From an optimization exercise on the open Yosys and OpenROAD flow, aimed at small area and a short achievable clock period; shortcuts taken in it are not production practice.
Where RTL was checked, it was by simulation tests only, not by an equivalence proof against the original.
Power is estimated from default activity; no workload was simulated.

== lane 1 ==
==> flow/design.v (excerpt) <==
module fadd_sub(
  input  logic        clk_i,
  input  logic [31:0] operand_a,
  input  logic [31:0] operand_b,
  output logic [31:0] result_o
);
Size in the first run: ~58 flip-flops, ~97 I/O pins, roughly 0.0058 mm² of cells after synthesis.
==> flow/config.mk <==
export PLATFORM = sky130hd
export DESIGN_NAME = fadd_sub
export DESIGN_NICKNAME = fadd_sub
export VERILOG_FILES = /design/flow/design.v
export SDC_FILE = /design/flow/constraint.sdc
export NUM_CORES = 4
export LEC_CHECK = 0
export ABC_AREA = 1
export CAP_MARGIN = 20
export CORE_MARGIN = 2
export CORE_UTILIZATION = 40
export SLEW_MARGIN = 20
==> flow/constraint.sdc <==
create_clock -name core_clock -period 12.0 [get_ports {clk_i}]
set_input_delay 2.4000 -clock core_clock [delete_from_list [all_inputs] [get_ports {clk_i}]]
set_output_delay 2.4000 -clock core_clock [all_outputs]
set_load 0.01 [all_outputs]
standard.sh (not shown) runs the stock make flow with config.mk's settings and CLKGATE_MAP_FILE= SYNTH_SCRIPT=/design/flow/synth_recipe.tcl, a recipe that flattens the netlist after the stock synthesis.
==> flow/flow/run.sh <==
#!/bin/bash
# Own layout flow: the standard ORFS flow (standard.sh), with these changes:
#  - ports are buffered with sky130_fd_sc_hd__buf_1 (which repair may upsize)
#    instead of the clkdlybuf4s50_1 that buffer_ports picks by default;
#  - repair_timing aims for a setup slack margin of MARGIN ns (flow/margin);
#  - if flow/abc.script exists, synthesis is the standard synthesis script
#    with that ABC script for the combinational mapping (flow/my_synth.tcl);
#    flip-flops are mapped before ABC runs, so registers are unchanged;
#  - any extra ORFS variables listed in flow/env (KEY=VALUE lines).
# Every tool's output goes to the ORFS logs under orfs/logs, and make's own
# output to standard.log in this folder.
set -euo pipefail
MARGIN=$(cat flow/margin 2>/dev/null || echo 5)
export BUFFER_PORTS_ARGS="-buffer_cell sky130_fd_sc_hd__buf_1"
if [[ -f flow/env ]]; then set -a; source flow/env; set +a; fi
EXTRA=()
if [[ -f flow/abc.script ]]; then
  export MY_ABC_SCRIPT="$PWD/flow/abc.script"
  EXTRA+=("SYNTH_SCRIPT=$PWD/flow/my_synth.tcl")
fi
bash standard.sh "${EXTRA[@]}" SETUP_SLACK_MARGIN=$MARGIN finish > standard.log 2>&1
==> flow/flow/abc.script <==
strash
dch
map -B 0.9 -D 4000
topo
stime -c
buffer -c
upsize -c -D 4000
dnsize -c -D 4000
==> flow/flow/env <==
CTS_ARGS="-sink_clustering_enable -repair_clock_nets -dont_use_dummy_load -buf_list sky130_fd_sc_hd__clkbuf_8"
ADDER_MAP_FILE=
==> flow/flow/margin <==
6.3
==> flow/flow/my_synth.tcl <==
# The standard synthesis script (synth_recipe.tcl), except that Yosys's abc
# step runs the ABC script named by MY_ABC_SCRIPT instead of ORFS's.
proc synth {args} { yosys synth -nofsm -noshare {*}$args }
proc abc {args} {
  set i [lsearch -exact $args -script]
  if {$i >= 0 && [info exists ::env(MY_ABC_SCRIPT)] && $::env(MY_ABC_SCRIPT) ne ""} {
    lset args [expr {$i + 1}] $::env(MY_ABC_SCRIPT)
  }
  yosys abc {*}$args
}
source $::env(SCRIPTS_DIR)/synth.tcl
# left out here: clear keep_hierarchy, flatten, clean up, hide names made inside functions, write 1_2_yosys.v
Per the final summary, lane 1 finished and its layout is clean on timing, DRC and antenna.
Input changes introduced in lane 2 (baseline for comparison: lane 1):
--- a/flow/design.v
+++ b/flow/design.v
@@ -59,13 +59,59 @@
   assign d[3] = a_exp_gt ? (xp[3] ^ (gE[2] | (pE[2] & ~corr))) : ~(xp[3] ^ (gE[2] | (pE[2] & corr)));
   assign d[4] = a_exp_gt ? (xp[4] ^ (gE[3] | (pE[3] & ~corr))) : ~(xp[4] ^ (gE[3] | (pE[3] & corr)));
   assign d[5] = a_exp_gt ? (xp[5] ^ (gE[4] | (pE[4] & ~corr))) : ~(xp[5] ^ (gE[4] | (pE[4] & corr)));
   assign d[6] = a_exp_gt ? (xp[6] ^ (gE[5] | (pE[5] & ~corr))) : ~(xp[6] ^ (gE[5] | (pE[5] & corr)));
   assign d[7] = a_exp_gt ? (xp[7] ^ (gE[6] | (pE[6] & ~corr))) : ~(xp[7] ^ (gE[6] | (pE[6] & corr)));
   wire [23:0] ma_s = ma, mb_s = mb;
-  wire        a_gt_b = a_exp_gt | (exp_eq & (operand_a[22:0] > operand_b[22:0]));
+  wire [22:0] cg = operand_a[22:0] & ~operand_b[22:0];
+  wire [22:0] cp = operand_a[22:0] | ~operand_b[22:0];
+  wire fcg0 = cg[1] | (cp[1] & cg[0]);
+  wire fcp0 = cp[1] & cp[0];
+  wire fcg1 = cg[3] | (cp[3] & cg[2]);
+  wire fcp1 = cp[3] & cp[2];
+  wire fcg2 = cg[5] | (cp[5] & cg[4]);
+  wire fcp2 = cp[5] & cp[4];
+  wire fcg3 = cg[7] | (cp[7] & cg[6]);
+  wire fcp3 = cp[7] & cp[6];
+  wire fcg4 = cg[9] | (cp[9] & cg[8]);
+  wire fcp4 = cp[9] & cp[8];
+  wire fcg5 = cg[11] | (cp[11] & cg[10]);
+  wire fcp5 = cp[11] & cp[10];
+  wire fcg6 = cg[13] | (cp[13] & cg[12]);
+  wire fcp6 = cp[13] & cp[12];
+  wire fcg7 = cg[15] | (cp[15] & cg[14]);
+  wire fcp7 = cp[15] & cp[14];
+  wire fcg8 = cg[17] | (cp[17] & cg[16]);
+  wire fcp8 = cp[17] & cp[16];
+  wire fcg9 = cg[19] | (cp[19] & cg[18]);
+  wire fcp9 = cp[19] & cp[18];
+  wire fcg10 = cg[21] | (cp[21] & cg[20]);
+  wire fcp10 = cp[21] & cp[20];
+  wire fcg11 = fcg1 | (fcp1 & fcg0);
+  wire fcp11 = fcp1 & fcp0;
+  wire fcg12 = fcg3 | (fcp3 & fcg2);
+  wire fcp12 = fcp3 & fcp2;
+  wire fcg13 = fcg5 | (fcp5 & fcg4);
+  wire fcp13 = fcp5 & fcp4;
+  wire fcg14 = fcg7 | (fcp7 & fcg6);
+  wire fcp14 = fcp7 & fcp6;
+  wire fcg15 = fcg9 | (fcp9 & fcg8);
+  wire fcp15 = fcp9 & fcp8;
+  wire fcg16 = cg[22] | (cp[22] & fcg10);
+  wire fcp16 = cp[22] & fcp10;
+  wire fcg17 = fcg12 | (fcp12 & fcg11);
+  wire fcp17 = fcp12 & fcp11;
+  wire fcg18 = fcg14 | (fcp14 & fcg13);
+  wire fcp18 = fcp14 & fcp13;
+  wire fcg19 = fcg16 | (fcp16 & fcg15);
+  wire fcp19 = fcp16 & fcp15;
+  wire fcg20 = fcg18 | (fcp18 & fcg17);
+  wire fcp20 = fcp18 & fcp17;
+  wire fcg21 = fcg19 | (fcp19 & fcg20);
+  wire        f_gt = fcg21;    
+  wire        a_gt_b = a_exp_gt | (exp_eq & f_gt);
   wire        zero = (d[7:5] != 3'd0);                      
   wire        sub = sa ^ sb;
   wire [23:0] m_big   = a_gt_b ? ma : mb;
   wire [23:0] m_small = a_gt_b ? mb_s : ma_s;
   wire [23:0] sh1 = d[0] ? {1'b0, m_small[23:1]} : m_small;
   wire [23:0] sh2 = d[1] ? {2'b0, sh1[23:2]} : sh1;
Results
Sequential share of layout area: lane 2 > lane 1
In lane 2 the total routing resource utilization after global routing turned out 1.4 points lower than in lane 1.
Lane 2: PASS, flow complete, no timing, DRC or antenna violations
Final-report setup violation count came out exactly the same in lane 2 and lane 1.
Comparing lane 2 and lane 1, the lower non-clock inverter count in the final layout was measured on lane 1.
Between lane 1 and lane 2, number of ordinary and repair buffers in the finished layout decreased.

---

Another version of the RTL of fadd_sub (not shown whole).
For scale: roughly 60 flip-flops, about 97 I/O pins, roughly 0.0062 sq mm of cells after synthesis.
Design fadd_sub, start of the top module:
module fadd_sub(
  input  logic        clk_i,
  input  logic [31:0] operand_a,
  input  logic [31:0] operand_b,
  output logic [31:0] result_o
);
==> flow/config.mk <==
export PLATFORM = sky130hd
export DESIGN_NAME = fadd_sub
export DESIGN_NICKNAME = fadd_sub
export VERILOG_FILES = /design/flow/design.v
export SDC_FILE = /design/flow/constraint.sdc
export NUM_CORES = 4
export LEC_CHECK = 0
export CAP_MARGIN = 20
export CORE_MARGIN = 2
export CORE_UTILIZATION = 40
export SLEW_MARGIN = 20
==> flow/constraint.sdc <==
create_clock -name core_clock -period 12.0 [get_ports {clk_i}]
set_input_delay 2.4000 -clock core_clock [delete_from_list [all_inputs] [get_ports {clk_i}]]
set_output_delay 2.4000 -clock core_clock [all_outputs]
set_load 0.01 [all_outputs]
==> flow/flow/run.sh <==
#!/bin/bash
# Own layout flow: the standard ORFS flow (standard.sh), with two changes:
#  - ports are buffered with sky130_fd_sc_hd__buf_1 (which repair may upsize)
#    instead of the clkdlybuf4s50_1 that buffer_ports picks by default;
#  - repair_timing aims for a setup slack margin of MARGIN ns.
# Every tool's output goes to the ORFS logs under orfs/logs and to standard.log.
set -euo pipefail
MARGIN=$(cat flow/margin 2>/dev/null || echo 5)
export BUFFER_PORTS_ARGS="-buffer_cell sky130_fd_sc_hd__buf_1"
bash standard.sh SETUP_SLACK_MARGIN=$MARGIN finish > standard.log 2>&1
==> flow/flow/margin <==
5
Then changed:
--- a/flow/design.v
+++ b/flow/design.v
@@ -63,40 +63,36 @@
   assign d[7] = a_exp_gt ? (xp[7] ^ (xG[6] | (xP[6] & ~corr))) : ~(xp[7] ^ (xG[6] | (xP[6] & corr)));
   wire [23:0] ma_s = ma, mb_s = mb;
   wire        a_gt_b = a_exp_gt | (exp_eq & (operand_a[22:0] > operand_b[22:0]));
   wire        zero = (d[7:5] != 3'd0);                      
   wire        sub = sa ^ sb;
   wire [23:0] big   = a_gt_b ? ma : mb;
   wire [23:0] small = a_gt_b ? mb_s : ma_s;
   wire [23:0] sh1 = d[0] ? {1'b0, small[23:1]} : small;
   wire [23:0] sh2 = d[1] ? {2'b0, sh1[23:2]} : sh1;
   wire [23:0] sh4 = d[2] ? {4'b0, sh2[23:4]} : sh2;
   wire [23:0] sh8 = d[3] ? {8'b0, sh4[23:8]} : sh4;
+  wire [23:0] sh16 = d[4] ? {16'b0, sh8[23:16]} : sh8;
+  wire [23:0] y = (zero ? 24'd0 : sh16) ^ {24{sub}};
   logic        r_sign, r_sub;
   logic [7:0]  r_exp;
   logic [23:0] r_x, r_y;
-  logic [4:4] r_d;
-  logic        r_zero;
   always_ff @(posedge clk_i) begin
     r_sign <= a_gt_b ? sa : sb;
     r_sub  <= sub;
     r_exp  <= a_gt_b ? ea : eb;
     r_x    <= big;
-    r_y    <= sh8;
-    r_d    <= d[4:4];
-    r_zero <= zero;
+    r_y    <= y;
   end
-  wire [23:0] r_sh16 = r_d[4] ? {16'b0, r_y[23:16]} : r_y;
-  wire [23:0] y = (r_zero ? 24'd0 : r_sh16) ^ {24{r_sub}};
-  wire [24:0] p = {r_x ^ y, 1'b0};
-  wire [24:0] g = {r_x & y, r_sub};
+  wire [24:0] p = {r_x ^ r_y, 1'b0};
+  wire [24:0] g = {r_x & r_y, r_sub};
   wire [24:0] s;    
   wire cg12 = g[1] | (p[1] & g[0]);
   wire cp12 = p[1] & p[0];
   wire cg13 = g[3] | (p[3] & g[2]);
   wire cp13 = p[3] & p[2];
   wire cg14 = g[5] | (p[5] & g[4]);
   wire cp14 = p[5] & p[4];
   wire cg15 = g[7] | (p[7] & g[6]);
   wire cp15 = p[7] & p[6];
   wire cg16 = g[9] | (p[9] & g[8]);
   wire cp16 = p[9] & p[8];
The changed run went through all stages and came out clean.
Design area climbs by about 7%.
Power drops by about 5.6%.
Worst hold slack gets better by 0.081 ns.
Area after synthesis climbs by about 9%.
Final cell count climbs by 15%.
Routed wire length climbs by 18%.
Worst setup slack gets better by 0.15 ns.
Non-clock buffer count climbs by 3.
Clock power drops by about 12%.
Core utilization drops by 1.0 points.
Sequential cell count drops by 2.
No run of this note included a check of the RTL's function; only the layout flow was run.

---

== v6 ==
Another version of the RTL of fadd_sub (not shown whole).
Size: ~1100 cells after synthesis, ~58 flip-flops.
clock: 12.0 ns
lec_check: 0
abc_area: 1
cap_margin: 20
core_margin: 2
core_utilization: 40
slew_margin: 20
==> flow/flow/run.sh <==
#!/bin/bash
# Own layout flow: the standard ORFS flow (standard.sh), with these changes:
#  - ports are buffered with sky130_fd_sc_hd__buf_1 (which repair may upsize)
#    instead of the clkdlybuf4s50_1 that buffer_ports picks by default;
#  - repair_timing aims for a setup slack margin of MARGIN ns (flow/margin);
#  - if flow/abc.script exists, synthesis is the standard synthesis script
#    with that ABC script for the combinational mapping (flow/my_synth.tcl);
#    flip-flops are mapped before ABC runs, so registers are unchanged;
#  - any extra ORFS variables listed in flow/env (KEY=VALUE lines).
# Every tool's output goes to the ORFS logs under orfs/logs, and make's own
# output to standard.log in this folder.
set -euo pipefail
MARGIN=$(cat flow/margin 2>/dev/null || echo 5)
export BUFFER_PORTS_ARGS="-buffer_cell sky130_fd_sc_hd__buf_1"
if [[ -f flow/env ]]; then set -a; source flow/env; set +a; fi
EXTRA=()
if [[ -f flow/abc.script ]]; then
  export MY_ABC_SCRIPT="$PWD/flow/abc.script"
  EXTRA+=("SYNTH_SCRIPT=$PWD/flow/my_synth.tcl")
fi
bash standard.sh "${EXTRA[@]}" SETUP_SLACK_MARGIN=$MARGIN finish > standard.log 2>&1
==> flow/flow/margin <==
6.3
Scripts as last shown in full above: flow/flow/abc.script, flow/flow/env, flow/flow/my_synth.tcl
Inputs modified between v6 and v7:
--- a/flow/design.v
+++ b/flow/design.v
@@ -106,34 +106,34 @@
   wire fcp19 = fcp16 & fcp15;
   wire fcg20 = fcg18 | (fcp18 & fcg17);
   wire fcp20 = fcp18 & fcp17;
   wire fcg21 = fcg19 | (fcp19 & fcg20);
   wire        f_gt = fcg21;    
   wire        a_gt_b = a_exp_gt | (exp_eq & f_gt);
-  wire        zero = (d[7:5] != 3'd0);                      
+  wire [4:0]  ds = d[4:0] | {5{d[7:5] != 3'd0}};    
   wire        sub = sa ^ sb;
   wire [23:0] m_big   = a_gt_b ? ma : mb;
   wire [23:0] m_small = a_gt_b ? mb_s : ma_s;
-  wire [23:0] sh1 = d[0] ? {1'b0, m_small[23:1]} : m_small;
-  wire [23:0] sh2 = d[1] ? {2'b0, sh1[23:2]} : sh1;
-  wire [23:0] sh4 = d[2] ? {4'b0, sh2[23:4]} : sh2;
-  wire [23:0] sh8 = d[3] ? {8'b0, sh4[23:8]} : sh4;
-  wire [23:0] sh16 = d[4] ? {16'b0, sh8[23:16]} : sh8;
-  wire [23:0] y = (zero ? 24'd0 : sh16) ^ {24{sub}};
+  wire [23:0] sh1 = ds[0] ? {1'b0, m_small[23:1]} : m_small;
+  wire [23:0] sh2 = ds[1] ? {2'b0, sh1[23:2]} : sh1;
+  wire [23:0] sh4 = ds[2] ? {4'b0, sh2[23:4]} : sh2;
+  wire [23:0] sh8 = ds[3] ? {8'b0, sh4[23:8]} : sh4;
+  wire [23:0] sh16 = ds[4] ? {16'b0, sh8[23:16]} : sh8;
+  wire [23:0] y = sh16 ^ {24{sub}};
   logic        r_sign, r_sub;
   logic [7:0]  r_exp;
-  logic [23:0] r_p, r_g;
+  logic [23:0] r_x, r_y;
   always_ff @(posedge clk_i) begin
     r_sign <= a_gt_b ? sa : sb;
     r_sub  <= sub;
     r_exp  <= a_gt_b ? ea : eb;
-    r_p    <= m_big ^ y;
-    r_g    <= m_big & y;
+    r_x    <= m_big;
+    r_y    <= y;
   end
-  wire [24:0] p = {r_p, 1'b0};
-  wire [24:0] g = {r_g, r_sub};
+  wire [24:0] p = {r_x ^ r_y, 1'b0};
+  wire [24:0] g = {r_x & r_y, r_sub};
   wire [24:0] s;    
   wire cg12 = g[1] | (p[1] & g[0]);
   wire cp12 = p[1] & p[0];
   wire cg13 = g[3] | (p[3] & g[2]);
   wire cp13 = p[3] & p[2];
   wire cg14 = g[5] | (p[5] & g[4]);
--- outcome ---
Summary: with v6 as the reference, cell count in v7 moved down by a few percent.
Sort v7 and v6 by core utilization asc -> top: v6
For the fraction of area in registers, v7 came in 1.3 points higher than v6 did.
v7 gives more total global-route track usage than v6 did.
A start point of the critical path of operand_a[28] is what v7 shows, while operand_b[23] belongs to v6.
The run showing the greater well-tap cell count is v6.
Compared to v6, v7 has final worst-path setup slack 0.053 ns lower.
Changes observed in v7 relative to v6: worst-path maximum fanout lower, non-clock buffer count lower, routing usage on met1 lower.
Only the layout flow was run in v6; the RTL was not checked for function there.

re-timing with driven ports:
How much do the figures lean on ideal ports? The routed layouts below were timed once more, with nothing changed but the port constraints. Step 1, drivers: a clkbuf_16 drives clk_i and a buf_2 each remaining input, both assumed. Step 2 adds t to the input delays and takes it off the output delays; t is the mean of the earliest and latest rising clock arrival at the registers after step 1. Input paths then give back, and output paths get back, about the clock's delay inside the block. Slacks: ideal ports / drivers / drivers and shift; pairs: ideal ports / drivers.
| run | t, ns | setup WS [ns] | slew at the worst register clock pin (ns) |
|---|---|---|---|
| lane 1 | 0.367 | 6.495 / 6.459 / 6.183 | 0.06 / 0.06 |
| lane 2 | 0.347 | 6.560 / 6.533 / 6.272 | 0.06 / 0.06 |
| the first run of note 2 | 0.354 | 5.248 / 5.214 / 5.526 | 0.05 / 0.05 |
| the second run of note 2 | 0.356 | 5.393 / 5.353 / 5.065 | 0.06 / 0.06 |
| v6 | 0.352 | 6.603 / 6.579 / 6.257 | 0.06 / 0.06 |
| v7 | 0.349 | 6.549 / 6.555 / 6.206 | 0.06 / 0.06 |
After both steps setup and hold are still met in every run listed. The setup slack of v6, which loses most, moves by -0.024 ns with the drivers and by -0.346 ns with both steps.
